Source: an optimization exercise on an open RTL-to-GDS flow (aim: small area and a short achievable clock period). Production flows keep margins and buffers that such runs may drop. No functional check of the RTL was part of this run. Power figures rest on the tool's default switching activity, not on a simulated workload.

<file path="design.v">
`timescale 1ns/10ps
module CannyEdge(dAddrRegRow, dAddrRegCol, bWE, bCE, InData, OutData,
	OPMode, bOPEnable, dReadReg, dWriteReg,	clk, rst_b);
input 	[2:0]	dAddrRegRow, dAddrRegCol;
input		bWE, bCE;
input 	[7:0] 	InData;
output 	[7:0] 	OutData;
reg     [7:0] 	OutData;
input 	[2:0]	OPMode;
input 		bOPEnable;
input 	[3:0]	dReadReg, dWriteReg;
input		clk, rst_b;
reg [7:0] regX [0:24];
reg [1:0] y6c;			 
reg z2, z6, z10, z18;		 
reg [1:0] st;			 
reg [1:0] pc;			 
reg [1:0] dc;			 
reg [7:0] Out_gf, Out_gradient;
reg [1:0] Out_dir;		 
reg       Out_bThres;
reg [14:0] gs0, gs1, gs2, gs3;	 
reg signed [10:0] Gx, Gy;
wire [7:0] rdec = 8'd1 << dAddrRegRow;
wire [7:0] cdec = 8'd1 << dAddrRegCol;
reg  [24:0] hit;
integer hr, hc;
always @(*) begin
	hit = 25'd0;
	for (hr = 0; hr < 8; hr = hr + 1)
		for (hc = 0; hc < 8; hc = hc + 1)
			if (hr*5 + hc <= 24)
				hit[hr*5 + hc] = hit[hr*5 + hc] | (rdec[hr] & cdec[hc]);
end
wire step   = bCE & ~bOPEnable;
wire m_gau  = OPMode == 3'd0;
wire m_sob  = OPMode == 3'd1;
wire m_nms  = OPMode == 3'd2;
wire m_hys  = OPMode == 3'd3;
wire [7:0] x0 = regX[0], x1 = regX[1], x2 = regX[2], x3 = regX[3], x4 = regX[4];
wire [7:0] x5 = regX[5], x6 = regX[6], x7 = regX[7], x8 = regX[8], x9 = regX[9];
wire [7:0] x10 = regX[10], x11 = regX[11], x12 = regX[12], x13 = regX[13], x14 = regX[14];
wire [7:0] x15 = regX[15], x16 = regX[16], x17 = regX[17], x18 = regX[18], x19 = regX[19];
wire [7:0] x20 = regX[20], x21 = regX[21], x22 = regX[22], x23 = regX[23], x24 = regX[24];
wire [14:0] gsum0, gsum1, gsum2, gsum3;
wire g_1 = x1[0] ^ x3[0] ^ x5[0];
wire g_2 = (x1[0] & x3[0]) | (x1[0] & x5[0]) | (x3[0] & x5[0]);
wire g_3 = x9[0] ^ x15[0] ^ x19[0];
wire g_4 = (x9[0] & x15[0]) | (x9[0] & x19[0]) | (x15[0] & x19[0]);
wire g_5 = x21[0] ^ x23[0] ^ g_1;
wire g_6 = (x21[0] & x23[0]) | (x21[0] & g_1) | (x23[0] & g_1);
wire g_7 = x1[1] ^ x3[1] ^ x5[1];
wire g_8 = (x1[1] & x3[1]) | (x1[1] & x5[1]) | (x3[1] & x5[1]);
wire g_9 = x9[1] ^ x15[1] ^ x19[1];
wire g_10 = (x9[1] & x15[1]) | (x9[1] & x19[1]) | (x15[1] & x19[1]);
wire g_11 = x21[1] ^ x23[1] ^ g_2;
wire g_12 = (x21[1] & x23[1]) | (x21[1] & g_2) | (x23[1] & g_2);
wire g_13 = g_4 ^ g_7 ^ g_9;
wire g_14 = (g_4 & g_7) | (g_4 & g_9) | (g_7 & g_9);
wire g_15 = g_6 ^ g_11;
wire g_16 = g_6 & g_11;
wire g_17 = x1[2] ^ x3[2] ^ x5[2];
wire g_18 = (x1[2] & x3[2]) | (x1[2] & x5[2]) | (x3[2] & x5[2]);
wire g_19 = x9[2] ^ x15[2] ^ x19[2];
wire g_20 = (x9[2] & x15[2]) | (x9[2] & x19[2]) | (x15[2] & x19[2]);
wire g_21 = x21[2] ^ x23[2] ^ g_8;
wire g_22 = (x21[2] & x23[2]) | (x21[2] & g_8) | (x23[2] & g_8);
wire g_23 = g_10 ^ g_17 ^ g_19;
wire g_24 = (g_10 & g_17) | (g_10 & g_19) | (g_17 & g_19);
wire g_25 = g_12 ^ g_14 ^ g_21;
wire g_26 = (g_12 & g_14) | (g_12 & g_21) | (g_14 & g_21);
wire g_27 = g_23 ^ g_16;
wire g_28 = g_23 & g_16;
wire g_29 = x1[3] ^ x3[3] ^ x5[3];
wire g_30 = (x1[3] & x3[3]) | (x1[3] & x5[3]) | (x3[3] & x5[3]);
wire g_31 = x9[3] ^ x15[3] ^ x19[3];
wire g_32 = (x9[3] & x15[3]) | (x9[3] & x19[3]) | (x15[3] & x19[3]);
wire g_33 = x21[3] ^ x23[3] ^ g_18;
wire g_34 = (x21[3] & x23[3]) | (x21[3] & g_18) | (x23[3] & g_18);
wire g_35 = g_20 ^ g_29 ^ g_31;
wire g_36 = (g_20 & g_29) | (g_20 & g_31) | (g_29 & g_31);
wire g_37 = g_22 ^ g_24 ^ g_33;
wire g_38 = (g_22 & g_24) | (g_22 & g_33) | (g_24 & g_33);
wire g_39 = g_35 ^ g_26 ^ g_37;
wire g_40 = (g_35 & g_26) | (g_35 & g_37) | (g_26 & g_37);
wire g_41 = x1[4] ^ x3[4] ^ x5[4];
wire g_42 = (x1[4] & x3[4]) | (x1[4] & x5[4]) | (x3[4] & x5[4]);
wire g_43 = x9[4] ^ x15[4] ^ x19[4];
wire g_44 = (x9[4] & x15[4]) | (x9[4] & x19[4]) | (x15[4] & x19[4]);
wire g_45 = x21[4] ^ x23[4] ^ g_30;
wire g_46 = (x21[4] & x23[4]) | (x21[4] & g_30) | (x23[4] & g_30);
wire g_47 = g_32 ^ g_41 ^ g_43;
wire g_48 = (g_32 & g_41) | (g_32 & g_43) | (g_41 & g_43);
wire g_49 = g_34 ^ g_36 ^ g_45;
wire g_50 = (g_34 & g_36) | (g_34 & g_45) | (g_36 & g_45);
wire g_51 = g_47 ^ g_38 ^ g_49;
wire g_52 = (g_47 & g_38) | (g_47 & g_49) | (g_38 & g_49);
wire g_53 = x1[5] ^ x3[5] ^ x5[5];
wire g_54 = (x1[5] & x3[5]) | (x1[5] & x5[5]) | (x3[5] & x5[5]);
wire g_55 = x9[5] ^ x15[5] ^ x19[5];
wire g_56 = (x9[5] & x15[5]) | (x9[5] & x19[5]) | (x15[5] & x19[5]);
wire g_57 = x21[5] ^ x23[5] ^ g_42;
wire g_58 = (x21[5] & x23[5]) | (x21[5] & g_42) | (x23[5] & g_42);
wire g_59 = g_44 ^ g_53 ^ g_55;
wire g_60 = (g_44 & g_53) | (g_44 & g_55) | (g_53 & g_55);
wire g_61 = g_46 ^ g_48 ^ g_57;
wire g_62 = (g_46 & g_48) | (g_46 & g_57) | (g_48 & g_57);
wire g_63 = g_59 ^ g_50 ^ g_61;
wire g_64 = (g_59 & g_50) | (g_59 & g_61) | (g_50 & g_61);
wire g_65 = x1[6] ^ x3[6] ^ x5[6];
wire g_66 = (x1[6] & x3[6]) | (x1[6] & x5[6]) | (x3[6] & x5[6]);
wire g_67 = x9[6] ^ x15[6] ^ x19[6];
wire g_68 = (x9[6] & x15[6]) | (x9[6] & x19[6]) | (x15[6] & x19[6]);
wire g_69 = x21[6] ^ x23[6] ^ g_54;
wire g_70 = (x21[6] & x23[6]) | (x21[6] & g_54) | (x23[6] & g_54);
wire g_71 = g_56 ^ g_65 ^ g_67;
wire g_72 = (g_56 & g_65) | (g_56 & g_67) | (g_65 & g_67);
wire g_73 = g_58 ^ g_60 ^ g_69;
wire g_74 = (g_58 & g_60) | (g_58 & g_69) | (g_60 & g_69);
wire g_75 = g_71 ^ g_62 ^ g_73;
wire g_76 = (g_71 & g_62) | (g_71 & g_73) | (g_62 & g_73);
wire g_77 = x1[7] ^ x3[7] ^ x5[7];
wire g_78 = (x1[7] & x3[7]) | (x1[7] & x5[7]) | (x3[7] & x5[7]);
wire g_79 = x9[7] ^ x15[7] ^ x19[7];
wire g_80 = (x9[7] & x15[7]) | (x9[7] & x19[7]) | (x15[7] & x19[7]);
wire g_81 = x21[7] ^ x23[7] ^ g_66;
wire g_82 = (x21[7] & x23[7]) | (x21[7] & g_66) | (x23[7] & g_66);
wire g_83 = g_68 ^ g_77 ^ g_79;
wire g_84 = (g_68 & g_77) | (g_68 & g_79) | (g_77 & g_79);
wire g_85 = g_70 ^ g_72 ^ g_81;
wire g_86 = (g_70 & g_72) | (g_70 & g_81) | (g_72 & g_81);
wire g_87 = g_83 ^ g_74 ^ g_85;
wire g_88 = (g_83 & g_74) | (g_83 & g_85) | (g_74 & g_85);
wire g_89 = g_78 ^ g_80 ^ g_82;
wire g_90 = (g_78 & g_80) | (g_78 & g_82) | (g_80 & g_82);
wire g_91 = g_84 ^ g_86 ^ g_89;
wire g_92 = (g_84 & g_86) | (g_84 & g_89) | (g_86 & g_89);
wire g_93 = x6[0] ^ x8[0] ^ x16[0];
wire g_94 = (x6[0] & x8[0]) | (x6[0] & x16[0]) | (x8[0] & x16[0]);
wire g_95 = x6[1] ^ x8[1] ^ x16[1];
wire g_96 = (x6[1] & x8[1]) | (x6[1] & x16[1]) | (x8[1] & x16[1]);
wire g_97 = x18[1] ^ g_94;
wire g_98 = x18[1] & g_94;
wire g_99 = x6[2] ^ x8[2] ^ x16[2];
wire g_100 = (x6[2] & x8[2]) | (x6[2] & x16[2]) | (x8[2] & x16[2]);
wire g_101 = x18[2] ^ g_96 ^ g_99;
wire g_102 = (x18[2] & g_96) | (x18[2] & g_99) | (g_96 & g_99);
wire g_103 = x6[3] ^ x8[3] ^ x16[3];
wire g_104 = (x6[3] & x8[3]) | (x6[3] & x16[3]) | (x8[3] & x16[3]);
wire g_105 = x18[3] ^ g_100 ^ g_103;
wire g_106 = (x18[3] & g_100) | (x18[3] & g_103) | (g_100 & g_103);
wire g_107 = x6[4] ^ x8[4] ^ x16[4];
wire g_108 = (x6[4] & x8[4]) | (x6[4] & x16[4]) | (x8[4] & x16[4]);
wire g_109 = x18[4] ^ g_104 ^ g_107;
wire g_110 = (x18[4] & g_104) | (x18[4] & g_107) | (g_104 & g_107);
wire g_111 = x6[5] ^ x8[5] ^ x16[5];
wire g_112 = (x6[5] & x8[5]) | (x6[5] & x16[5]) | (x8[5] & x16[5]);
wire g_113 = x18[5] ^ g_108 ^ g_111;
wire g_114 = (x18[5] & g_108) | (x18[5] & g_111) | (g_108 & g_111);
wire g_115 = x6[6] ^ x8[6] ^ x16[6];
wire g_116 = (x6[6] & x8[6]) | (x6[6] & x16[6]) | (x8[6] & x16[6]);
wire g_117 = x18[6] ^ g_112 ^ g_115;
wire g_118 = (x18[6] & g_112) | (x18[6] & g_115) | (g_112 & g_115);
wire g_119 = x6[7] ^ x8[7] ^ x16[7];
wire g_120 = (x6[7] & x8[7]) | (x6[7] & x16[7]) | (x8[7] & x16[7]);
wire g_121 = x18[7] ^ g_116 ^ g_119;
wire g_122 = (x18[7] & g_116) | (x18[7] & g_119) | (g_116 & g_119);
wire g_123 = x7[0] ^ x11[0] ^ x13[0];
wire g_124 = (x7[0] & x11[0]) | (x7[0] & x13[0]) | (x11[0] & x13[0]);
wire g_125 = x7[1] ^ x11[1] ^ x13[1];
wire g_126 = (x7[1] & x11[1]) | (x7[1] & x13[1]) | (x11[1] & x13[1]);
wire g_127 = x17[1] ^ g_124;
wire g_128 = x17[1] & g_124;
wire g_129 = x7[2] ^ x11[2] ^ x13[2];
wire g_130 = (x7[2] & x11[2]) | (x7[2] & x13[2]) | (x11[2] & x13[2]);
wire g_131 = x17[2] ^ g_126 ^ g_129;
wire g_132 = (x17[2] & g_126) | (x17[2] & g_129) | (g_126 & g_129);
wire g_133 = x7[3] ^ x11[3] ^ x13[3];
wire g_134 = (x7[3] & x11[3]) | (x7[3] & x13[3]) | (x11[3] & x13[3]);
wire g_135 = x17[3] ^ g_130 ^ g_133;
wire g_136 = (x17[3] & g_130) | (x17[3] & g_133) | (g_130 & g_133);
wire g_137 = x7[4] ^ x11[4] ^ x13[4];
wire g_138 = (x7[4] & x11[4]) | (x7[4] & x13[4]) | (x11[4] & x13[4]);
wire g_139 = x17[4] ^ g_134 ^ g_137;
wire g_140 = (x17[4] & g_134) | (x17[4] & g_137) | (g_134 & g_137);
wire g_141 = x7[5] ^ x11[5] ^ x13[5];
wire g_142 = (x7[5] & x11[5]) | (x7[5] & x13[5]) | (x11[5] & x13[5]);
wire g_143 = x17[5] ^ g_138 ^ g_141;
wire g_144 = (x17[5] & g_138) | (x17[5] & g_141) | (g_138 & g_141);
wire g_145 = x7[6] ^ x11[6] ^ x13[6];
wire g_146 = (x7[6] & x11[6]) | (x7[6] & x13[6]) | (x11[6] & x13[6]);
wire g_147 = x17[6] ^ g_142 ^ g_145;
wire g_148 = (x17[6] & g_142) | (x17[6] & g_145) | (g_142 & g_145);
wire g_149 = x7[7] ^ x11[7] ^ x13[7];
wire g_150 = (x7[7] & x11[7]) | (x7[7] & x13[7]) | (x11[7] & x13[7]);
wire g_151 = x17[7] ^ g_146 ^ g_149;
wire g_152 = (x17[7] & g_146) | (x17[7] & g_149) | (g_146 & g_149);
wire g_153 = x0[0] ^ x4[0] ^ x20[0];
wire g_154 = (x0[0] & x4[0]) | (x0[0] & x20[0]) | (x4[0] & x20[0]);
wire g_155 = x24[0] ^ ~x18[0] ^ g_3;
wire g_156 = (x24[0] & ~x18[0]) | (x24[0] & g_3) | (~x18[0] & g_3);
wire g_157 = x0[1] ^ x4[1] ^ x20[1];
wire g_158 = (x0[1] & x4[1]) | (x0[1] & x20[1]) | (x4[1] & x20[1]);
wire g_159 = x24[1] ^ x17[0] ^ 1'b1;
wire g_160 = (x24[1] & x17[0]) | (x24[1] & 1'b1) | (x17[0] & 1'b1);
wire g_161 = g_3 ^ ~g_95 ^ g_123;
wire g_162 = (g_3 & ~g_95) | (g_3 & g_123) | (~g_95 & g_123);
wire g_163 = g_154 ^ g_157 ^ g_159;
wire g_164 = (g_154 & g_157) | (g_154 & g_159) | (g_157 & g_159);
wire g_165 = ~g_97 ^ g_13 ^ g_5;
wire g_166 = (~g_97 & g_13) | (~g_97 & g_5) | (g_13 & g_5);
wire g_167 = g_156 ^ g_161;
wire g_168 = g_156 & g_161;
wire g_169 = x0[2] ^ x4[2] ^ x20[2];
wire g_170 = (x0[2] & x4[2]) | (x0[2] & x20[2]) | (x4[2] & x20[2]);
wire g_171 = x24[2] ^ x2[0] ^ x10[0];
wire g_172 = (x24[2] & x2[0]) | (x24[2] & x10[0]) | (x2[0] & x10[0]);
wire g_173 = x14[0] ^ x22[0] ^ g_125;
wire g_174 = (x14[0] & x22[0]) | (x14[0] & g_125) | (x22[0] & g_125);
wire g_175 = g_158 ^ g_160 ^ g_169;
wire g_176 = (g_158 & g_160) | (g_158 & g_169) | (g_160 & g_169);
wire g_177 = g_171 ^ ~g_98 ^ g_127;
wire g_178 = (g_171 & ~g_98) | (g_171 & g_127) | (~g_98 & g_127);
wire g_179 = g_13 ^ ~g_101 ^ g_162;
wire g_180 = (g_13 & ~g_101) | (g_13 & g_162) | (~g_101 & g_162);
wire g_181 = g_164 ^ g_173 ^ g_175;
wire g_182 = (g_164 & g_173) | (g_164 & g_175) | (g_173 & g_175);
wire g_183 = g_15 ^ g_168 ^ g_177;
wire g_184 = (g_15 & g_168) | (g_15 & g_177) | (g_168 & g_177);
wire g_185 = g_25 ^ g_166 ^ g_179;
wire g_186 = (g_25 & g_166) | (g_25 & g_179) | (g_166 & g_179);
wire g_187 = x0[3] ^ x4[3] ^ x20[3];
wire g_188 = (x0[3] & x4[3]) | (x0[3] & x20[3]) | (x4[3] & x20[3]);
wire g_189 = x24[3] ^ x2[1] ^ x10[1];
wire g_190 = (x24[3] & x2[1]) | (x24[3] & x10[1]) | (x2[1] & x10[1]);
wire g_191 = x14[1] ^ x22[1] ^ x18[0];
wire g_192 = (x14[1] & x22[1]) | (x14[1] & x18[0]) | (x22[1] & x18[0]);
wire g_193 = x17[0] ^ g_93 ^ g_123;
wire g_194 = (x17[0] & g_93) | (x17[0] & g_123) | (g_93 & g_123);
wire g_195 = g_170 ^ g_172 ^ g_187;
wire g_196 = (g_170 & g_172) | (g_170 & g_187) | (g_172 & g_187);
wire g_197 = g_189 ^ g_191 ^ g_128;
wire g_198 = (g_189 & g_191) | (g_189 & g_128) | (g_191 & g_128);
wire g_199 = ~g_102 ^ ~g_105 ^ g_131;
wire g_200 = (~g_102 & ~g_105) | (~g_102 & g_131) | (~g_105 & g_131);
wire g_201 = g_174 ^ g_176 ^ g_193;
wire g_202 = (g_174 & g_176) | (g_174 & g_193) | (g_176 & g_193);
wire g_203 = g_195 ^ g_178 ^ g_197;
wire g_204 = (g_195 & g_178) | (g_195 & g_197) | (g_178 & g_197);
wire g_205 = g_25 ^ g_180 ^ g_182;
wire g_206 = (g_25 & g_180) | (g_25 & g_182) | (g_180 & g_182);
wire g_207 = g_199 ^ g_201 ^ g_28;
wire g_208 = (g_199 & g_201) | (g_199 & g_28) | (g_201 & g_28);
wire g_209 = g_27 ^ g_184 ^ g_203;
wire g_210 = (g_27 & g_184) | (g_27 & g_203) | (g_184 & g_203);
wire g_211 = g_39 ^ g_186;
wire g_212 = g_39 & g_186;
wire g_213 = x0[4] ^ x4[4] ^ x20[4];
wire g_214 = (x0[4] & x4[4]) | (x0[4] & x20[4]) | (x4[4] & x20[4]);
wire g_215 = x24[4] ^ x2[2] ^ x10[2];
wire g_216 = (x24[4] & x2[2]) | (x24[4] & x10[2]) | (x2[2] & x10[2]);
wire g_217 = x14[2] ^ x22[2] ^ x12[0];
wire g_218 = (x14[2] & x22[2]) | (x14[2] & x12[0]) | (x22[2] & x12[0]);
wire g_219 = g_95 ^ g_125 ^ g_188;
wire g_220 = (g_95 & g_125) | (g_95 & g_188) | (g_125 & g_188);
wire g_221 = g_190 ^ g_192 ^ g_213;
wire g_222 = (g_190 & g_192) | (g_190 & g_213) | (g_192 & g_213);
wire g_223 = g_215 ^ g_217 ^ g_97;
wire g_224 = (g_215 & g_217) | (g_215 & g_97) | (g_217 & g_97);
wire g_225 = g_127 ^ ~g_106 ^ ~g_109;
wire g_226 = (g_127 & ~g_106) | (g_127 & ~g_109) | (~g_106 & ~g_109);
wire g_227 = g_132 ^ g_135 ^ g_194;
wire g_228 = (g_132 & g_135) | (g_132 & g_194) | (g_135 & g_194);
wire g_229 = g_196 ^ g_219 ^ g_221;
wire g_230 = (g_196 & g_219) | (g_196 & g_221) | (g_219 & g_221);
wire g_231 = g_198 ^ g_223 ^ g_200;
wire g_232 = (g_198 & g_223) | (g_198 & g_200) | (g_223 & g_200);
wire g_233 = g_202 ^ g_225 ^ g_227;
wire g_234 = (g_202 & g_225) | (g_202 & g_227) | (g_225 & g_227);
wire g_235 = g_229 ^ g_28 ^ g_204;
wire g_236 = (g_229 & g_28) | (g_229 & g_204) | (g_28 & g_204);
wire g_237 = g_40 ^ g_51 ^ g_39;
wire g_238 = (g_40 & g_51) | (g_40 & g_39) | (g_51 & g_39);
wire g_239 = g_206 ^ g_231 ^ g_233;
wire g_240 = (g_206 & g_231) | (g_206 & g_233) | (g_231 & g_233);
wire g_241 = g_208 ^ g_210 ^ g_212;
wire g_242 = (g_208 & g_210) | (g_208 & g_212) | (g_210 & g_212);
wire g_243 = x0[5] ^ x4[5] ^ x20[5];
wire g_244 = (x0[5] & x4[5]) | (x0[5] & x20[5]) | (x4[5] & x20[5]);
wire g_245 = x24[5] ^ x2[3] ^ x10[3];
wire g_246 = (x24[5] & x2[3]) | (x24[5] & x10[3]) | (x2[3] & x10[3]);
wire g_247 = x14[3] ^ x22[3] ^ x12[1];
wire g_248 = (x14[3] & x22[3]) | (x14[3] & x12[1]) | (x22[3] & x12[1]);
wire g_249 = g_214 ^ g_216 ^ g_218;
wire g_250 = (g_214 & g_216) | (g_214 & g_218) | (g_216 & g_218);
wire g_251 = g_243 ^ g_245 ^ g_247;
wire g_252 = (g_243 & g_245) | (g_243 & g_247) | (g_245 & g_247);
wire g_253 = g_98 ^ g_128 ^ g_101;
wire g_254 = (g_98 & g_128) | (g_98 & g_101) | (g_128 & g_101);
wire g_255 = ~g_110 ^ ~g_113 ^ g_136;
wire g_256 = (~g_110 & ~g_113) | (~g_110 & g_136) | (~g_113 & g_136);
wire g_257 = g_139 ^ g_131 ^ g_220;
wire g_258 = (g_139 & g_131) | (g_139 & g_220) | (g_131 & g_220);
wire g_259 = g_222 ^ g_249 ^ g_251;
wire g_260 = (g_222 & g_249) | (g_222 & g_251) | (g_249 & g_251);
wire g_261 = g_224 ^ g_226 ^ g_228;
wire g_262 = (g_224 & g_226) | (g_224 & g_228) | (g_226 & g_228);
wire g_263 = g_230 ^ g_253 ^ g_255;
wire g_264 = (g_230 & g_253) | (g_230 & g_255) | (g_253 & g_255);
wire g_265 = g_257 ^ g_259 ^ g_52;
wire g_266 = (g_257 & g_259) | (g_257 & g_52) | (g_259 & g_52);
wire g_267 = g_63 ^ g_40 ^ g_51;
wire g_268 = (g_63 & g_40) | (g_63 & g_51) | (g_40 & g_51);
wire g_269 = g_232 ^ g_234 ^ g_261;
wire g_270 = (g_232 & g_234) | (g_232 & g_261) | (g_234 & g_261);
wire g_271 = g_263 ^ g_236 ^ g_238;
wire g_272 = (g_263 & g_236) | (g_263 & g_238) | (g_236 & g_238);
wire g_273 = g_240 ^ g_265 ^ g_267;
wire g_274 = (g_240 & g_265) | (g_240 & g_267) | (g_265 & g_267);
wire g_275 = x0[6] ^ x4[6] ^ x20[6];
wire g_276 = (x0[6] & x4[6]) | (x0[6] & x20[6]) | (x4[6] & x20[6]);
wire g_277 = x24[6] ^ x2[4] ^ x10[4];
wire g_278 = (x24[6] & x2[4]) | (x24[6] & x10[4]) | (x2[4] & x10[4]);
wire g_279 = x14[4] ^ x22[4] ^ x12[2];
wire g_280 = (x14[4] & x22[4]) | (x14[4] & x12[2]) | (x22[4] & x12[2]);
wire g_281 = g_244 ^ g_246 ^ g_248;
wire g_282 = (g_244 & g_246) | (g_244 & g_248) | (g_246 & g_248);
wire g_283 = g_275 ^ g_277 ^ g_279;
wire g_284 = (g_275 & g_277) | (g_275 & g_279) | (g_277 & g_279);
wire g_285 = g_102 ^ g_105 ^ ~g_114;
wire g_286 = (g_102 & g_105) | (g_102 & ~g_114) | (g_105 & ~g_114);
wire g_287 = ~g_117 ^ g_140 ^ g_143;
wire g_288 = (~g_117 & g_140) | (~g_117 & g_143) | (g_140 & g_143);
wire g_289 = g_132 ^ g_135 ^ g_250;
wire g_290 = (g_132 & g_135) | (g_132 & g_250) | (g_135 & g_250);
wire g_291 = g_252 ^ g_281 ^ g_283;
wire g_292 = (g_252 & g_281) | (g_252 & g_283) | (g_281 & g_283);
wire g_293 = g_254 ^ g_256 ^ g_258;
wire g_294 = (g_254 & g_256) | (g_254 & g_258) | (g_256 & g_258);
wire g_295 = g_260 ^ g_285 ^ g_287;
wire g_296 = (g_260 & g_285) | (g_260 & g_287) | (g_285 & g_287);
wire g_297 = g_289 ^ g_291 ^ g_64;
wire g_298 = (g_289 & g_291) | (g_289 & g_64) | (g_291 & g_64);
wire g_299 = g_75 ^ g_52 ^ g_63;
wire g_300 = (g_75 & g_52) | (g_75 & g_63) | (g_52 & g_63);
wire g_301 = g_262 ^ g_264 ^ g_293;
wire g_302 = (g_262 & g_264) | (g_262 & g_293) | (g_264 & g_293);
wire g_303 = g_295 ^ g_266 ^ g_268;
wire g_304 = (g_295 & g_266) | (g_295 & g_268) | (g_266 & g_268);
wire g_305 = g_270 ^ g_297 ^ g_299;
wire g_306 = (g_270 & g_297) | (g_270 & g_299) | (g_297 & g_299);
wire g_307 = g_301 ^ g_272;
wire g_308 = g_301 & g_272;
wire g_309 = x0[7] ^ x4[7] ^ x20[7];
wire g_310 = (x0[7] & x4[7]) | (x0[7] & x20[7]) | (x4[7] & x20[7]);
wire g_311 = x24[7] ^ x2[5] ^ x10[5];
wire g_312 = (x24[7] & x2[5]) | (x24[7] & x10[5]) | (x2[5] & x10[5]);
wire g_313 = x14[5] ^ x22[5] ^ x12[3];
wire g_314 = (x14[5] & x22[5]) | (x14[5] & x12[3]) | (x22[5] & x12[3]);
wire g_315 = g_276 ^ g_278 ^ g_280;
wire g_316 = (g_276 & g_278) | (g_276 & g_280) | (g_278 & g_280);
wire g_317 = g_309 ^ g_311 ^ g_313;
wire g_318 = (g_309 & g_311) | (g_309 & g_313) | (g_311 & g_313);
wire g_319 = g_106 ^ g_109 ^ ~g_118;
wire g_320 = (g_106 & g_109) | (g_106 & ~g_118) | (g_109 & ~g_118);
wire g_321 = ~g_121 ^ g_144 ^ g_147;
wire g_322 = (~g_121 & g_144) | (~g_121 & g_147) | (g_144 & g_147);
wire g_323 = g_136 ^ g_139 ^ g_282;
wire g_324 = (g_136 & g_139) | (g_136 & g_282) | (g_139 & g_282);
wire g_325 = g_284 ^ g_315 ^ g_317;
wire g_326 = (g_284 & g_315) | (g_284 & g_317) | (g_315 & g_317);
wire g_327 = g_286 ^ g_288 ^ g_290;
wire g_328 = (g_286 & g_288) | (g_286 & g_290) | (g_288 & g_290);
wire g_329 = g_292 ^ g_319 ^ g_321;
wire g_330 = (g_292 & g_319) | (g_292 & g_321) | (g_319 & g_321);
wire g_331 = g_323 ^ g_325 ^ g_76;
wire g_332 = (g_323 & g_325) | (g_323 & g_76) | (g_325 & g_76);
wire g_333 = g_87 ^ g_64 ^ g_75;
wire g_334 = (g_87 & g_64) | (g_87 & g_75) | (g_64 & g_75);
wire g_335 = g_294 ^ g_296 ^ g_327;
wire g_336 = (g_294 & g_296) | (g_294 & g_327) | (g_296 & g_327);
wire g_337 = g_329 ^ g_298 ^ g_300;
wire g_338 = (g_329 & g_298) | (g_329 & g_300) | (g_298 & g_300);
wire g_339 = g_302 ^ g_331 ^ g_333;
wire g_340 = (g_302 & g_331) | (g_302 & g_333) | (g_331 & g_333);
wire g_341 = g_335 ^ g_304 ^ g_306;
wire g_342 = (g_335 & g_304) | (g_335 & g_306) | (g_304 & g_306);
wire g_343 = x2[6] ^ x10[6] ^ x14[6];
wire g_344 = (x2[6] & x10[6]) | (x2[6] & x14[6]) | (x10[6] & x14[6]);
wire g_345 = x22[6] ^ x12[4] ^ ~g_120;
wire g_346 = (x22[6] & x12[4]) | (x22[6] & ~g_120) | (x12[4] & ~g_120);
wire g_347 = g_310 ^ g_312 ^ g_314;
wire g_348 = (g_310 & g_312) | (g_310 & g_314) | (g_312 & g_314);
wire g_349 = g_343 ^ g_110 ^ g_113;
wire g_350 = (g_343 & g_110) | (g_343 & g_113) | (g_110 & g_113);
wire g_351 = ~g_122 ^ g_148 ^ g_151;
wire g_352 = (~g_122 & g_148) | (~g_122 & g_151) | (g_148 & g_151);
wire g_353 = g_140 ^ g_143 ^ g_316;
wire g_354 = (g_140 & g_143) | (g_140 & g_316) | (g_143 & g_316);
wire g_355 = g_318 ^ g_345 ^ g_347;
wire g_356 = (g_318 & g_345) | (g_318 & g_347) | (g_345 & g_347);
wire g_357 = g_320 ^ g_322 ^ g_324;
wire g_358 = (g_320 & g_322) | (g_320 & g_324) | (g_322 & g_324);
wire g_359 = g_326 ^ g_349 ^ g_351;
wire g_360 = (g_326 & g_349) | (g_326 & g_351) | (g_349 & g_351);
wire g_361 = g_353 ^ g_355 ^ g_88;
wire g_362 = (g_353 & g_355) | (g_353 & g_88) | (g_355 & g_88);
wire g_363 = g_91 ^ g_76 ^ g_87;
wire g_364 = (g_91 & g_76) | (g_91 & g_87) | (g_76 & g_87);
wire g_365 = g_328 ^ g_330 ^ g_357;
wire g_366 = (g_328 & g_330) | (g_328 & g_357) | (g_330 & g_357);
wire g_367 = g_359 ^ g_332 ^ g_334;
wire g_368 = (g_359 & g_332) | (g_359 & g_334) | (g_332 & g_334);
wire g_369 = g_336 ^ g_361 ^ g_363;
wire g_370 = (g_336 & g_361) | (g_336 & g_363) | (g_361 & g_363);
wire g_371 = g_365 ^ g_338 ^ g_340;
wire g_372 = (g_365 & g_338) | (g_365 & g_340) | (g_338 & g_340);
wire g_373 = x2[7] ^ x10[7] ^ x14[7];
wire g_374 = (x2[7] & x10[7]) | (x2[7] & x14[7]) | (x10[7] & x14[7]);
wire g_375 = x22[7] ^ ~1'b0 ^ ~1'b0;
wire g_376 = (x22[7] & ~1'b0) | (x22[7] & ~1'b0) | (~1'b0 & ~1'b0);
wire g_377 = x12[5] ^ g_150 ^ g_344;
wire g_378 = (x12[5] & g_150) | (x12[5] & g_344) | (g_150 & g_344);
wire g_379 = g_373 ^ g_375 ^ g_114;
wire g_380 = (g_373 & g_375) | (g_373 & g_114) | (g_375 & g_114);
wire g_381 = g_117 ^ g_152 ^ g_144;
wire g_382 = (g_117 & g_152) | (g_117 & g_144) | (g_152 & g_144);
wire g_383 = g_147 ^ g_346 ^ g_348;
wire g_384 = (g_147 & g_346) | (g_147 & g_348) | (g_346 & g_348);
wire g_385 = g_377 ^ g_90 ^ g_350;
wire g_386 = (g_377 & g_90) | (g_377 & g_350) | (g_90 & g_350);
wire g_387 = g_352 ^ g_354 ^ g_356;
wire g_388 = (g_352 & g_354) | (g_352 & g_356) | (g_354 & g_356);
wire g_389 = g_379 ^ g_381 ^ g_383;
wire g_390 = (g_379 & g_381) | (g_379 & g_383) | (g_381 & g_383);
wire g_391 = g_92 ^ g_88 ^ g_91;
wire g_392 = (g_92 & g_88) | (g_92 & g_91) | (g_88 & g_91);
wire g_393 = g_358 ^ g_360 ^ g_385;
wire g_394 = (g_358 & g_360) | (g_358 & g_385) | (g_360 & g_385);
wire g_395 = g_387 ^ g_389 ^ g_362;
wire g_396 = (g_387 & g_389) | (g_387 & g_362) | (g_389 & g_362);
wire g_397 = g_364 ^ g_366 ^ g_391;
wire g_398 = (g_364 & g_366) | (g_364 & g_391) | (g_366 & g_391);
wire g_399 = g_393 ^ g_368 ^ g_370;
wire g_400 = (g_393 & g_368) | (g_393 & g_370) | (g_368 & g_370);
wire g_401 = ~1'b0 ^ ~1'b0 ^ x12[6];
wire g_402 = (~1'b0 & ~1'b0) | (~1'b0 & x12[6]) | (~1'b0 & x12[6]);
wire g_403 = g_374 ^ g_376 ^ g_401;
wire g_404 = (g_374 & g_376) | (g_374 & g_401) | (g_376 & g_401);
wire g_405 = g_118 ^ g_121 ^ g_148;
wire g_406 = (g_118 & g_121) | (g_118 & g_148) | (g_121 & g_148);
wire g_407 = g_151 ^ g_378 ^ g_403;
wire g_408 = (g_151 & g_378) | (g_151 & g_403) | (g_378 & g_403);
wire g_409 = g_90 ^ g_380 ^ g_382;
wire g_410 = (g_90 & g_380) | (g_90 & g_382) | (g_380 & g_382);
wire g_411 = g_384 ^ g_405 ^ g_407;
wire g_412 = (g_384 & g_405) | (g_384 & g_407) | (g_405 & g_407);
wire g_413 = g_92 ^ g_386 ^ g_388;
wire g_414 = (g_92 & g_386) | (g_92 & g_388) | (g_386 & g_388);
wire g_415 = g_390 ^ g_409 ^ g_411;
wire g_416 = (g_390 & g_409) | (g_390 & g_411) | (g_409 & g_411);
wire g_417 = g_392 ^ g_394 ^ g_413;
wire g_418 = (g_392 & g_394) | (g_392 & g_413) | (g_394 & g_413);
wire g_419 = g_415 ^ g_396;
wire g_420 = g_415 & g_396;
wire g_421 = ~1'b0 ^ ~1'b0 ^ x12[7];
wire g_422 = (~1'b0 & ~1'b0) | (~1'b0 & x12[7]) | (~1'b0 & x12[7]);
wire g_423 = g_120 ^ g_150 ^ g_402;
wire g_424 = (g_120 & g_150) | (g_120 & g_402) | (g_150 & g_402);
wire g_425 = g_421 ^ g_122 ^ g_152;
wire g_426 = (g_421 & g_122) | (g_421 & g_152) | (g_122 & g_152);
wire g_427 = g_404 ^ g_423 ^ g_406;
wire g_428 = (g_404 & g_423) | (g_404 & g_406) | (g_423 & g_406);
wire g_429 = g_408 ^ g_425 ^ g_410;
wire g_430 = (g_408 & g_425) | (g_408 & g_410) | (g_425 & g_410);
wire g_431 = g_412 ^ g_427 ^ g_414;
wire g_432 = (g_412 & g_427) | (g_412 & g_414) | (g_427 & g_414);
wire g_433 = g_416 ^ g_429;
wire g_434 = g_416 & g_429;
wire g_435 = g_422 ^ g_424 ^ g_426;
wire g_436 = (g_422 & g_424) | (g_422 & g_426) | (g_424 & g_426);
wire g_437 = g_428 ^ g_435;
wire g_438 = g_428 & g_435;
assign gsum0 = {1'b1, 1'b1, g_430, g_418, g_398, g_395, g_367, g_337, g_274, g_269, g_235, g_205, g_181, g_163, ~g_93};
assign gsum1 = {1'b0, g_436, g_434, g_431, g_417, g_397, g_369, g_339, g_303, g_242, g_237, g_207, g_27, g_15, g_153};
assign gsum2 = {1'b0, g_438, g_432, g_420, g_400, g_372, g_342, g_308, g_305, g_271, g_239, g_209, g_183, g_165, g_5};
assign gsum3 = {1'b0, 1'b0, g_437, g_433, g_419, g_399, g_371, g_341, g_307, g_273, g_241, g_211, g_185, g_167, g_155};
wire signed [10:0] gx_n = $signed({3'b0, x2}) + $signed({3'b0, x12}) + $signed({2'b0, x7, 1'b0})
                        - $signed({3'b0, x0}) - $signed({3'b0, x10}) - $signed({2'b0, x5, 1'b0});
wire signed [10:0] gy_n = $signed({3'b0, x0}) + $signed({3'b0, x2}) + $signed({2'b0, x1, 1'b0})
                        - $signed({3'b0, x10}) - $signed({3'b0, x12}) - $signed({2'b0, x11, 1'b0});
wire sx = Gx[10], sy = Gy[10];
wire [10:0] ax = sx ? -Gx : Gx;
wire [10:0] ay = sy ? -Gy : Gy;
wire [11:0] asum = ax + ay;
wire d0  = {ay, 1'b0} <= {1'b0, ax};
wire d45 = {2'b0, ay, 1'b0} <= ({1'b0, ax, 2'b0} + {3'b0, ax});
wire [1:0] dir_n = d0 ? 2'd0 : d45 ? ((sx ^ sy) ? 2'd3 : 2'd1) : 2'd2;
reg [7:0] xa, xb;
always @(*)
	case (pc)
	2'd0: begin xa = x5;  xb = x7;  end
	2'd1: begin xa = x2;  xb = x10; end
	2'd2: begin xa = x11; xb = x1;  end
	default: begin xa = x12; xb = x0; end
	endcase
wire nms_ge = (x6 >= xa) && (x6 >= xb);
wire nms_do = step & m_nms & (st == 2'd1);
wire h6 = x6 >= 8'd10;
wire l6 = x6 <= 8'd3;
reg trace;
always @(*)
	case (dc)
	2'd0, 2'd2: trace = (x10 >= 8'd10) | (x2 >= 8'd10) | z10 | z2;
	2'd1:       trace = (x18 >= 8'd10) | z18;
	default:    trace = z6;
	endcase
wire bthres_n = h6 | (~l6 & trace);
always @(posedge clk or negedge rst_b)
	if (!rst_b) begin
		st <= 2'd0;
		pc <= 2'd3;
		dc <= 2'd3;
		Out_gf <= 8'd0;
		Out_gradient <= 8'd0;
		Out_dir <= 2'd0;
		Out_bThres <= 1'b0;
	end else if (bCE) begin
		if (bOPEnable)
			st <= 2'd0;
		else if (m_gau) begin
			if (st == 2'd0) st <= 2'd1;
			else if (st == 2'd1) Out_gf <= (gs0 + gs1 + gs2 + gs3) >> 7;
		end else if (m_sob) begin
			st <= (st == 2'd3) ? 2'd3 : st + 2'd1;
			if (st == 2'd1) Out_gradient <= asum[10:3];
			if (st == 2'd3) Out_dir <= dir_n;
		end else if (m_nms | m_hys) begin
			if (st == 2'd0) begin
				pc <= y6c;
				if (m_hys) dc <= pc;
				st <= 2'd1;
			end else if (st == 2'd1 && m_hys)
				Out_bThres <= bthres_n;
		end
	end
wire wr = rst_b & ~bCE & ~bWE;
wire rd = rst_b & ~bCE & bWE;
wire [7:0] wdata = bCE ? 8'd0 : InData;	 
integer k;
reg [7:0] xr;	 
always @(*) begin
	xr = 8'd0;
	for (k = 0; k < 25; k = k + 1)
		xr = xr | ({8{hit[k]}} & regX[k]);
end
always @(posedge clk) begin
	for (k = 0; k < 25; k = k + 1)
		if ((wr && dWriteReg == 4'd0 && hit[k]) ||
		    (rst_b && nms_do && (nms_ge ? (
			(pc == 2'd0 && (k == 5 || k == 7)) ||
			(pc == 2'd1 && (k == 2 || k == 10)) ||
			(pc == 2'd2 && (k == 11 || k == 1)) ||
			(pc == 2'd3 && (k == 12 || k == 0))) : k == 6)))
			regX[k] <= wdata;
	if (wr && dWriteReg == 4'd1 && hit[6])
		y6c <= (InData == 8'd0) ? 2'd0 : (InData == 8'd45) ? 2'd1 : (InData == 8'd90) ? 2'd2 : 2'd3;
	if (wr && dWriteReg[3:1] != 3'd0) begin
		if (hit[2])  z2  <= InData == 8'd1;
		if (hit[6])  z6  <= InData == 8'd1;
		if (hit[10]) z10 <= InData == 8'd1;
		if (hit[18]) z18 <= InData == 8'd1;
	end
	if (rd)
		case (dReadReg)
		4'd0: OutData <= Out_gf;
		4'd1: OutData <= Out_gradient;
		4'd2: case (Out_dir)
		      2'd0: OutData <= 8'd0;
		      2'd1: OutData <= 8'd45;
		      2'd2: OutData <= 8'd90;
		      default: OutData <= 8'h87;
		      endcase
		4'd3: OutData <= xr;
		4'd4: OutData <= {7'd0, Out_bThres};
		default: ;
		endcase
	if (rst_b && step && m_gau && st == 2'd0) begin
		gs0 <= gsum0;
		gs1 <= gsum1;
		gs2 <= gsum2;
		gs3 <= gsum3;
	end
	if (rst_b && step && m_sob && st == 2'd0) begin
		Gx <= gx_n;
		Gy <= gy_n;
	end
end
endmodule
</file>
<file path="flow/run.sh">
#!/bin/bash
# The standard layout (standard.sh), with:
#  - port buffers of a plain buffer cell (buf_2) instead of the default pick,
#  - the resizer's setup margin raised so repair_timing keeps shortening
#    the critical paths past the 10 ns constraint,
#  - a clock tree of smaller buffers and no dummy loads.
export BUFFER_PORTS_ARGS="-buffer_cell sky130_fd_sc_hd__buf_2"
export SETUP_SLACK_MARGIN=6
export CTS_ARGS="-sink_clustering_enable -repair_clock_nets -dont_use_dummy_load -buf_list sky130_fd_sc_hd__clkbuf_8 -sink_clustering_size 16 -sink_clustering_max_diameter 60"
bash standard.sh > standard.log 2>&1
</file>
<file path="standard.sh">
#!/bin/bash
# synth_recipe.tcl (not shown) runs the flow's synth.tcl, then flattens the netlist and writes it again
# the make line also repeats each setting of config.mk as NAME=value (left out here)
make -C /OpenROAD-flow-scripts/flow DESIGN_CONFIG=/design/flow/config.mk WORK_HOME=/design/flow/orfs CLKGATE_MAP_FILE= SYNTH_SCRIPT=/design/flow/synth_recipe.tcl "${@:-finish}"
</file>
<file path="config.mk">
export PLATFORM = sky130hd
export DESIGN_NAME = CannyEdge
export DESIGN_NICKNAME = CannyEdge
export VERILOG_FILES = /design/flow/design.v
export SDC_FILE = /design/flow/constraint.sdc
export NUM_CORES = 4
export LEC_CHECK = 0
export CAP_MARGIN = 20
export CORE_MARGIN = 2
export CORE_UTILIZATION = 40
export SLEW_MARGIN = 20
</file>
<file path="constraint.sdc">
create_clock -name core_clock -period 10.0 [get_ports {clk}]
set_input_delay 2.0000 -clock core_clock [delete_from_list [all_inputs] [get_ports {clk}]]
set_output_delay 2.0000 -clock core_clock [all_outputs]
set_load 0.01 [all_outputs]
</file>
==> run notes <==
sequential cells by signal, indices dropped and copies added, names as in the netlist, 11 cells and up:
| name | count |
|---|---|
| regX | 200 |
| gs1 | 14 |
| gs2 | 14 |
| gs0 | 13 |
| gs3 | 13 |
| Gx | 11 |
| Gy | 11 |
worst paths after layout:
check,end,depth (start not counted),start,slack (ns)
worst max-delay path,gs3[7]$_DFFE_PP_,11,regX[1][4]$_DFFE_PP_,5.77
worst min register to register,Out_gradient[3]$_DFFE_PN0P_,2,Out_gradient[3]$_DFFE_PN0P_,0.49
max in group asynchronous,dc[0]$_DFFE_PN1P_,1,rst_b,8.33
worst max register to register,gs3[7]$_DFFE_PP_,11,regX[1][4]$_DFFE_PP_,5.77
worst min-delay path,Out_gradient[3]$_DFFE_PN0P_,2,Out_gradient[3]$_DFFE_PN0P_,0.49
min in group asynchronous,Out_gf[2]$_DFFE_PN0P_,1,rst_b,1.28
final cells by class:
cell class                 count  share of cell area
tap                          756             0.03651
antenna                        2           0.0001932
multi-input combinational   1070              0.4880
sequential                   315              0.3606
inverter                     395             0.05742
timing repair buffer         129             0.03873
clock buffer                  35             0.01859
layer usage:
metal / global-route usage / vias up
li1: - / 6457
met1: 0.3444 / 7800
met2: 0.4106 / 722
met3: 0.04329 / 197
met4: 0.1372 / 0
met5: 0 / -
power breakdown:
group	internal, uW	switching (uW)	total (uW)
clock	312	446	757
combinational	60.7	121	181
sequential	1450	20.4	1470
cell families after synthesis:
| logic type | share of synthesized area |
|---|---|
| compound gates | 0.08779 |
| buf+inv | 0.07221 |
| simple gates | 0.07118 |
| flops | 0.4065 |
| mux | 0.02549 |
| xor+xnor | 0.02135 |
| fa+ha+maj | 0.3155 |
cell usage after synthesis (13+ instances only):
cell	n
inv_1	394
edfxtp_1	290
fa_1	290
ha_1	113
o21ai_0	71
nand2_1	64
a21oi_1	46
nor2_1	43
xnor2_1	32
nor3_1	30
a22oi_1	25
xor2_1	24
nor2b_1	23
dfrtp_1	21
a221oi_1	20
a22o_1	20
nand2b_1	19
a21o_1	18
mux2i_1	18
nor4_1	18
mux4_2	16
a31oi_1	14
clkbuf_1	14
nand3_1	13
critical path: cells and delay by family (launching register included):
family                   cells  cell delay [ns]
flip-flops                   1             0.52
buffers and inverters        4             0.21
adder cells (fa/ha/maj)      7             3.21
repair_timing:
action                     in CTS  in global routing
resized for setup              71                 69
gates cloned                    1                  0
buffers inserted               33                 43
pin swaps                      14                 24
setup endpoints to repair     224                 97
hold buffers                    0                  0
through the flow:
stage | util | cell area, um2 | instances | hold WS (ns)
6_report | 0.4577 | 25910 | 2702 | 0.4898
3_5_place_dp | 0.4267 | 24150 | 2588 | 0.4755
3_3_place_gp | 0.4267 | 24150 | 2588 | 0.4777
2_1_floorplan | - | 23050 | 1811 | 0.4447
4_1_cts | 0.4464 | 25270 | 2657 | 0.4926
5_1_grt | 0.4577 | 25910 | 2701 | 0.5362
==> key figures <==
Critical path
  – Critical path's slowest cell: fa_2
  – Most frequent CP cell: fa_1
  – Crit path launch type: flip-flop
  – WS Path Type: reg -> reg
  – CP max stage delay: 0.59 ns
  – Crit path capture type: flip-flop
  – WP data arrival: 4.60 ns
  – Critical path cell sequence: fa_2 -> inv_2 -> fa_2 -> fa_1 -> inv_1 -> fa_1 -> inv_2 -> fa_1 -> inv_1 -> fa_2 -> fa_1
  – Peak fanout along the critical path: 2
  – Required @ worst endpoint: 10.37 ns

Clock tree
  – CTS root buffer: clkbuf_8
  – CTS Buf Count: 35
  – Clock sinks: 315
  – Clock latency on the worst-skew pair: 0.62 ns
  – Max Buffers Root-to-Sink: 3
  – H-tree levels: 2
  – CTS tree: built
  – Clk pin slew, worst setup/hold paths: 0.10 ns

Detailed routing
  – Routed length on met3: 5.809 mm
  – DR vias/cell: 5.617
  – Total vias in the final route: 15180
  – Final wirelength: 76.14 mm
  – WL met1: 30.64 mm
  – Max layer used: met4
  – Post-route ant nets: 0
  – Pre-antenna DRT Iters: 7
  – DRT iter0 DRCs: 1589
  – DRC: 0
  – Wire per inst: 28.18 um
  – Wire length on met2: 35.03 mm

Timing
  – Unrepaired setup endpoints after global routing: yes
  – Relative max-transition margin: 0.2508
  – Final Hold Vio Count: 0
  – Max-slew violations: 0
  – Max Fclk: 0.2365 GHz
  – Clock skew: 0.06840 ns
  – PnR worst setup slack: 5.772 ns
  – Setup-failing EPs final: 0
  – Worst-Margin Slew: 1.112 ns
  – Period minus WS final: 4.228 ns
  – Part of the cycle the worst path needs: 0.4228
  – Setup TNS: 0 ns

Power and ir drop
  – Total power: 2412 uW
  – PD cells: 93.08 nW/um2
  – Maximum vdd ir drop: 0.06788 mV
  – Leakage power: 0.01036 uW

Synthesis
  – Synth top area cells: edfxtp_1 38%, fa_1 25%, inv_1 6.4%, ha_1 6.2%, dfrtp_1 2.3%
  – Number of synthesized register bits: 315
  – Most used DFF post-synth: edfxtp_1
  – Ys Warns: 2
  – Cell count after synthesis: 1811
  – EDFF count, synth: 290
  – Post-synthesis sequential area ratio: 0.4065
  – Mapped Nets: 2244
  – Syn Area/Cell: 12.69 um2
  – Area leader, netlist: edfxtp_1
  – Yosys cell types: 81
  – Cell Area, Synth: 22980 um2
  – Synth top area share: 0.3790
  – Synth async-reset ratio: 0.07937

Final layout
  – Fraction of layout cells with a size suffix above 1: 0.1764
  – Fillers: 5093
  – Multi-input combinational cell area: 12640 um2
  – Most frequent cells in the layout: 379 x inv_1, 290 x edfxtp_1, 256 x fa_1
  – Fin nets: 2379
  – Commonest non-fill, non-tap cell in the layout: inv_1
  – Synthesis-to-layout area growth: 12.77%
  – Register area: 9343 um2

Placed design
  – HPWL after detailed placement: 59.88 mm
  – PortBufs: 37
  – Routability cong.: 0.9943
  – DP Worst Slack: 4.629 ns

Global routing
  – Pin count of the biggest net entering global routing: 55
  – First-pass GRT wire length: 109.4 mm
  – Remaining global-route overflow: 0
  – GRT Util Overall: 0.2596
  – Antenna violations before repair: 1
  – Number of global-route vias before repair: 15760

Outcome
  – Status: no timing/DRC/antenna violations

Hold path
  – Worst Hold Class: reg -> reg

Floorplanning
  – Core area: 56600 um2
  – Die Wd: 243.7 um
  – FP Rows: 87
  – Die Area: 59370 um2
  – Initial Utilization: 0.4059
  – Die Y: 243.7 um
  – Ports: 38

Job
  – Max_cap viols: 0

-- re-timing with driven ports --
The flow's constraints put no driver on any port. The routed layout listed below was extracted and timed again, unchanged, in two steps.
Step 1: set_driving_cell puts a clkbuf_16 on clk and a buf_2 on each other input, an assumption about the parent block.
Step 2 times the ports against the registers' clock, not the clock port: input delays grow and output delays shrink by t, the midpoint of the rising clock arrivals with the driver on.
Three values: ideal ports, drivers, drivers and shift; two values: the first two.
t, ns: 0.650
setup WS [ns]: 5.772 / 5.772 / 5.461
worst setup path after step 2: input to register
worst register clock-pin slew, ns: 0.10 / 0.10
cell pins on the clock port's net: 1
After both steps setup and hold are still met in this run. For this run, drivers alone change the setup slack by 0.000 ns; drivers and shift together by -0.311 ns.
